Source: an optimization exercise on an open RTL-to-GDS flow (aim: small area and a short achievable clock period). Production flows keep margins and buffers that such runs may drop. In this exercise RTL edits were held to simulation tests only and were not proved equivalent to the original. Power and IR drop assume default switching activity.

Design fp_mul, start of the top module:
module fp_mul(clk, op1, op2, result, under, over);
input wire clk;
input wire [15:0] op1, op2;
output wire [15:0] result;
output wire under, over;
wire [13:0] bx = {2'b00, op2[10:0], 1'b0};
wire [5:0] one_d, two_d;
wire [4:0] neg_d;
genvar i;
generate for (i = 0; i < 6; i = i + 1) begin : g_booth
	assign one_d[i] = bx[2*i+1] ^ bx[2*i];
	assign two_d[i] = (bx[2*i+2] & ~bx[2*i+1] & ~bx[2*i]) | (~bx[2*i+2] & bx[2*i+1] & bx[2*i]);
	if (i < 5) begin : g_neg
		assign neg_d[i] = bx[2*i+2];
	end
end endgenerate
reg [10:0] sa;
reg [5:0] bone, btwo;
reg [4:0] bneg;
reg [4:0] e1;
reg sg1;
always @(posedge clk)
begin
	sa <= op1[10:0];
	bone <= one_d;
	btwo <= two_d;
	bneg <= neg_d;
	e1 <= {1'b0, op1[14:11]} + {1'b0, op2[14:11]} - 5'd7;
	sg1 <= op1[15] ^ op2[15];
end
wire [20:0] rx, ry;
fp1 stage1(.a(sa), .one(bone), .two(btwo), .neg(bneg), .rx(rx), .ry(ry));
wire [20:0] px = rx, py = ry;
wire [20:0] p, g;
  ...
For scale: about 480 cells after synthesis, roughly 51 I/O pins, roughly 5100 sq um of cells after synthesis.
export LEC_CHECK = 0
export CAP_MARGIN = 20
export CORE_MARGIN = 2
export CORE_UTILIZATION = 40
export SETUP_SLACK_MARGIN = 1.8
export SLEW_MARGIN = 20
export SYNTH_HIERARCHICAL = 1
export SYNTH_MINIMUM_KEEP_SIZE = 0
create_clock -name core_clock -period 5.3 [get_ports {clk}]
standard.sh (not shown) runs the stock make flow with config.mk's settings and CLKGATE_MAP_FILE= SYNTH_SCRIPT=/design/flow/synth_recipe.tcl, a recipe that flattens the netlist after the stock synthesis.
==> flow/flow/run.sh <==
#!/bin/bash
# The standard layout (the standard.sh) with two changes: plain buf_1
# cells as the input and output port buffers instead of the ones
# buffer_ports picks, and clock tree synthesis without dummy load cells.
export BUFFER_PORTS_ARGS="-buffer_cell sky130_fd_sc_hd__buf_1"
export CTS_ARGS="-sink_clustering_enable -repair_clock_nets -buf_list sky130_fd_sc_hd__clkbuf_8 -dont_use_dummy_load"
bash standard.sh > standard.log 2>&1
The baseline completed without violations.
==> next run, changes <==
- SETUP_SLACK_MARGIN: 1.8 -> 1.7
=> Global-route usage barely changes. Clock-buffer cell count is unchanged. Die area does not change. Fmax decreases by 3.1%. Synthesized cell count is unchanged. Area after synthesis stays the same. Combinational power is lower by about 3%. Power is lower by 1.9%.
==> next run, changes <==
==> flow/flow/run.sh (replaced) <==
#!/bin/bash
# The standard layout (the standard.sh) with changes: plain buf_1
# cells as the input and output port buffers instead of the ones
# buffer_ports picks, clock tree synthesis without dummy load cells,
# and the ORFS settings below.
export BUFFER_PORTS_ARGS="-buffer_cell sky130_fd_sc_hd__buf_1"
export CTS_ARGS="-sink_clustering_enable -repair_clock_nets -buf_list sky130_fd_sc_hd__clkbuf_8 -dont_use_dummy_load"
export SETUP_MOVE_SEQUENCE="unbuffer,sizeup,swap"
bash standard.sh > standard.log 2>&1
- SETUP_SLACK_MARGIN: 1.7 -> 1.8
Result:
- The changed run produced a clean layout
- combinational power is about the same
- worst setup slack improved by 0.10 ns
- clock skew is about the same
- non-clock buffer count stays the same
- die area does not change
- wire length stays flat

========
== run 1 ==
Another version of the RTL of fp_mul (not shown whole).
Size in the first run: about 51 I/O pins, ~0.0052 mm2 of cells after synthesis.
Settings: LEC_CHECK=0, CAP_MARGIN=20, CORE_MARGIN=2, CORE_UTILIZATION=40, SETUP_SLACK_MARGIN=2.1, SLEW_MARGIN=20, SYNTH_HIERARCHICAL=1, SYNTH_MINIMUM_KEEP_SIZE=0, TNS_END_PERCENT=10; clock period 5.3 ns.
==> flow/flow/run.sh <==
#!/bin/bash
# The standard layout (the standard.sh) with changes: plain buf_1
# cells as the input and output port buffers instead of the ones
# buffer_ports picks, clock tree synthesis without dummy load cells,
# and the ORFS settings below.
export BUFFER_PORTS_ARGS="-buffer_cell sky130_fd_sc_hd__buf_1"
export CTS_ARGS="-sink_clustering_enable -repair_clock_nets -buf_list sky130_fd_sc_hd__clkbuf_8 -dont_use_dummy_load"
export SETUP_MOVE_SEQUENCE="unbuffer,sizeup,swap"
bash standard.sh > standard.log 2>&1
Having completed the whole flow, run 1 delivered a layout that passed the timing, DRC and antenna checks.
### run 1 -> run 2
- swapping 2.1 for 2.0 in SETUP_SLACK_MARGIN
- swapping 40 for 60 in CORE_UTILIZATION
- clearing TNS_END_PERCENT, which used to be 10
Results
Reported net switching power, run 2 vs run 1: down by a few percent. Number of vias in the routed layout improves in run 2 relative to run 1. Compared run 2 vs run 1, and wire length on met3 is up in run 2. Going from run 1 to run 2, chip width shrank by more than 10%. When run 2 is set beside run 1, its time the worst path needs with I/O delays and setup turns out to be 0.036 ns larger. Run 2 vs. run 1: wire length after detailed routing fell by about 1.7%, combinational group power now sits lower, met1 wire length lost 1.3%.
Input changes introduced in run 3 (baseline for comparison: run 2):
- SETUP_SLACK_MARGIN now 2.2, was 2.0
- CORE_UTILIZATION now 40, was 60
- TNS_END_PERCENT now 10, previously not set
-- flow/flow/run.sh --
<<< run 2, line 8
export SETUP_MOVE_SEQUENCE="unbuffer,sizeup,swap"
>>> run 3, line 8
export SETUP_MOVE_SEQUENCE="unbuffer,sizeup,swap,buffer"
Findings:
Worst clock skew on the final layout in run 3 is 0.011 ns below run 2. Sequential share of cell area down 0.71 points in run 3 wrt run 2. From run 2 to run 3 the numbers moved as follows: power per cell area moved down; power grew by 5.6%; aggregate routed wire length rose by about 2.8%.
Modified inputs, run 4 compared to run 3
- changing SETUP_SLACK_MARGIN from 2.2 to 2.05
-- flow/flow/run.sh --
<<< run 3, line 8
export SETUP_MOVE_SEQUENCE="unbuffer,sizeup,swap,buffer"
>>> run 4, line 8
export SETUP_MOVE_SEQUENCE="unbuffer,sizeup,swap"
Findings:
Re power share of the clock group: run 3 was lower than run 4.
[run 4 vs run 3] total wire length: lower in run 4
Run 4 — core utilization 1.4 points lower, run 3 as reference
The number of buffers between clock root and the deepest sink of run 4 and that of run 3 are within noise of each other.
Run 4 vs run 3: final area down in run 4
On total met2 wirelength after detailed routing, run 4 and run 3 are basically level.
[inputs] run 5 vs run 4
- SETUP_SLACK_MARGIN changed from 2.05 to 2.0
-- flow/flow/run.sh --
<<< run 4, line 7
export CTS_ARGS="-sink_clustering_enable -repair_clock_nets -buf_list sky130_fd_sc_hd__clkbuf_8 -dont_use_dummy_load"
>>> run 5, line 7
export CTS_ARGS="-repair_clock_nets -buf_list sky130_fd_sc_hd__clkbuf_16 -dont_use_dummy_load -sink_clustering_size 30 -sink_clustering_max_diameter 300 -sink_clustering_enable"
==> run notes <==
Result for run 4 and run 5: all clean. Summary of run 5 over run 4: clock distribution power went up by about 60%; critical path depth went down by 1; starting DRC count in detailed routing went up by about 13%. Re wire length: run 5 is 1.0% up on run 4. Re summed area of non-filler cells in the final layout: run 5 is 0.50% up on run 4.
Here is what was changed in the inputs of run 6 compared with run 5.
- TNS_END_PERCENT no longer set, was 10
-- flow/flow/run.sh --
<<< run 5, line 7
export CTS_ARGS="-repair_clock_nets -buf_list sky130_fd_sc_hd__clkbuf_16 -dont_use_dummy_load -sink_clustering_size 30 -sink_clustering_max_diameter 300 -sink_clustering_enable"
>>> run 6, line 7
export CTS_ARGS="-sink_clustering_enable -repair_clock_nets -buf_list sky130_fd_sc_hd__clkbuf_8 -dont_use_dummy_load"
Notes after the runs:
Run 6 against run 5: first-pass GRT wire length decreased 0.57%; post-detailed-route wirelength per cell fell by about 0.64%.
The routed wire length in run 6 was lower than what run 5 gave.
Relative to run 5, run 6 improves setup slack.
Register-to-register slack essentially unchanged between run 6 and run 5.
Combinational share of power, run 5 and run 6: smaller value in run 5

========
Setup of job 2884:
fp_mul, a different RTL version from the one above (not shown whole).
Size: roughly 490 cells after synthesis, ~51 I/O pins.
==> flow/config.mk <==
export PLATFORM = sky130hd
export DESIGN_NAME = fp_mul
export DESIGN_NICKNAME = fp_mul
export VERILOG_FILES = /design/flow/design.v
export SDC_FILE = /design/flow/constraint.sdc
export NUM_CORES = 4
export LEC_CHECK = 0
export CAP_MARGIN = 20
export CORE_MARGIN = 2
export CORE_UTILIZATION = 40
export SETUP_SLACK_MARGIN = 2.1
export SLEW_MARGIN = 20
export SYNTH_HIERARCHICAL = 1
export SYNTH_MINIMUM_KEEP_SIZE = 0
==> flow/constraint.sdc <==
create_clock -name core_clock -period 5.3 [get_ports {clk}]
set_input_delay 1.0600 -clock core_clock [delete_from_list [all_inputs] [get_ports {clk}]]
set_output_delay 1.0600 -clock core_clock [all_outputs]
set_load 0.01 [all_outputs]
==> flow/flow/run.sh <==
#!/bin/bash
# The standard layout (the standard.sh) with changes: plain buf_1
# cells as the input and output port buffers instead of the ones
# buffer_ports picks, clock tree synthesis without dummy load cells,
# and the ORFS settings below.
export BUFFER_PORTS_ARGS="-buffer_cell sky130_fd_sc_hd__buf_1"
export CTS_ARGS="-sink_clustering_enable -repair_clock_nets -buf_list sky130_fd_sc_hd__clkbuf_8 -dont_use_dummy_load"
export SETUP_MOVE_SEQUENCE="unbuffer,sizeup,swap"
bash standard.sh > standard.log 2>&1
Job 2884 went all the way through synthesis, placement and routing and the layout is clean on timing, DRC and antenna.
What job 6404 does differently from job 2884 at the input level:
- changing SETUP_SLACK_MARGIN from 2.1 to 2.2
## What came out
Summary — worst-case setup margin in the final layout, job 6404 relative to job 2884: higher, by 0.036 ns. Compared with job 2884, job 6404 shows a final cycle utilization of the critical path that is 0.68 points lower. What job 2884 reported for reported combinational group power has to be multiplied by 1.06 to get the figure for job 6404. Job 2884 has higher global-route usage than job 6404. Vias: job 6404 below job 2884. Changes observed in job 6404 relative to job 2884: proportion of layout cells with a drive suffix above 1 rose 4.7 points; combinational share of power went up; register-to-register slack picked up an extra 0.04 ns; finished layout cell area now sits higher.
Input changes introduced in job 1234 (baseline for comparison: job 6404):
- swapping 2.2 for 2.0 in SETUP_SLACK_MARGIN
## What came out
- Job 1234 went all the way through synthesis, placement and routing and the layout is clean on timing, DRC and antenna.
- The higher layout filler cell count came out of job 1234.
- Against job 6404, largest vdd supply drop in job 1234 rose by more than 10%.
- In job 1234, the peak per-stage delay on the critical path came out 0.09 ns above the value in job 6404.
- Summary of job 1234 over job 6404: utilization decreased 1.8 points; fraction of area in non-clock buffers saw a decrease; portion of the clock cycle consumed by the worst path in the final layout increased by 1.1 points relative to the old numbers.
- Compared with job 6404, post-layout total power in job 1234 decreased by a little under 10%.
- When the final numbers for job 1234 and job 6404 were put side by side, the met3 routed wirelength turned out to be greater in job 1234.
- Taking job 6404 as the reference, in job 1234 critical path data arrival time up 0.06 ns, worst setup slack down 0.060 ns.
- Cell area (job 1234 over job 6404): decrease, 4.1%

what the ideal ports hide:
The results above use ideal ports. As a check the final layouts listed here were re-extracted and re-timed, cells and wires unchanged.
Step 1: set_driving_cell puts a clkbuf_16 on clk and a buf_2 on each other input, an assumption about the parent block.
Step 2 moves the port delays by t, midway between the first and last clock arrival at a register: inputs arrive t later, outputs are due t later. That takes back most of the time a late clock gives input paths.
Slacks: ideal ports / drivers / drivers and shift; pairs: ideal ports / drivers.
run	shift t [ns]	setup slack, ns	worst setup path after step 2	slew at the worst register clock pin (ns)
the first run of note 1	0.328	1.935 / 1.935 / 1.935	register to register	0.08 / 0.08
the second run of note 1	0.328	1.828 / 1.828 / 1.828	register to register	0.09 / 0.09
the third run of note 1	0.327	1.930 / 1.930 / 1.930	register to register	0.09 / 0.09
run 1	0.346	2.140 / 2.140 / 2.140	register to register	0.06 / 0.06
run 2	0.350	2.104 / 2.104 / 2.104	register to register	0.07 / 0.07
run 3	0.340	2.207 / 2.207 / 2.207	register to register	0.06 / 0.06
run 4	0.346	2.145 / 2.145 / 2.145	register to register	0.06 / 0.06
run 5	0.349	2.114 / 2.114 / 2.114	register to register	0.05 / 0.05
run 6	0.344	2.121 / 2.121 / 2.121	register to register	0.06 / 0.06
job 2884	0.349	2.146 / 2.146 / 2.146	register to register	0.07 / 0.07
job 6404	0.347	2.182 / 2.165 / 2.182	register to register	0.06 / 0.06
job 1234	0.349	2.122 / 2.122 / 2.122	register to register	0.07 / 0.07
After both steps every run listed still meets setup and hold.
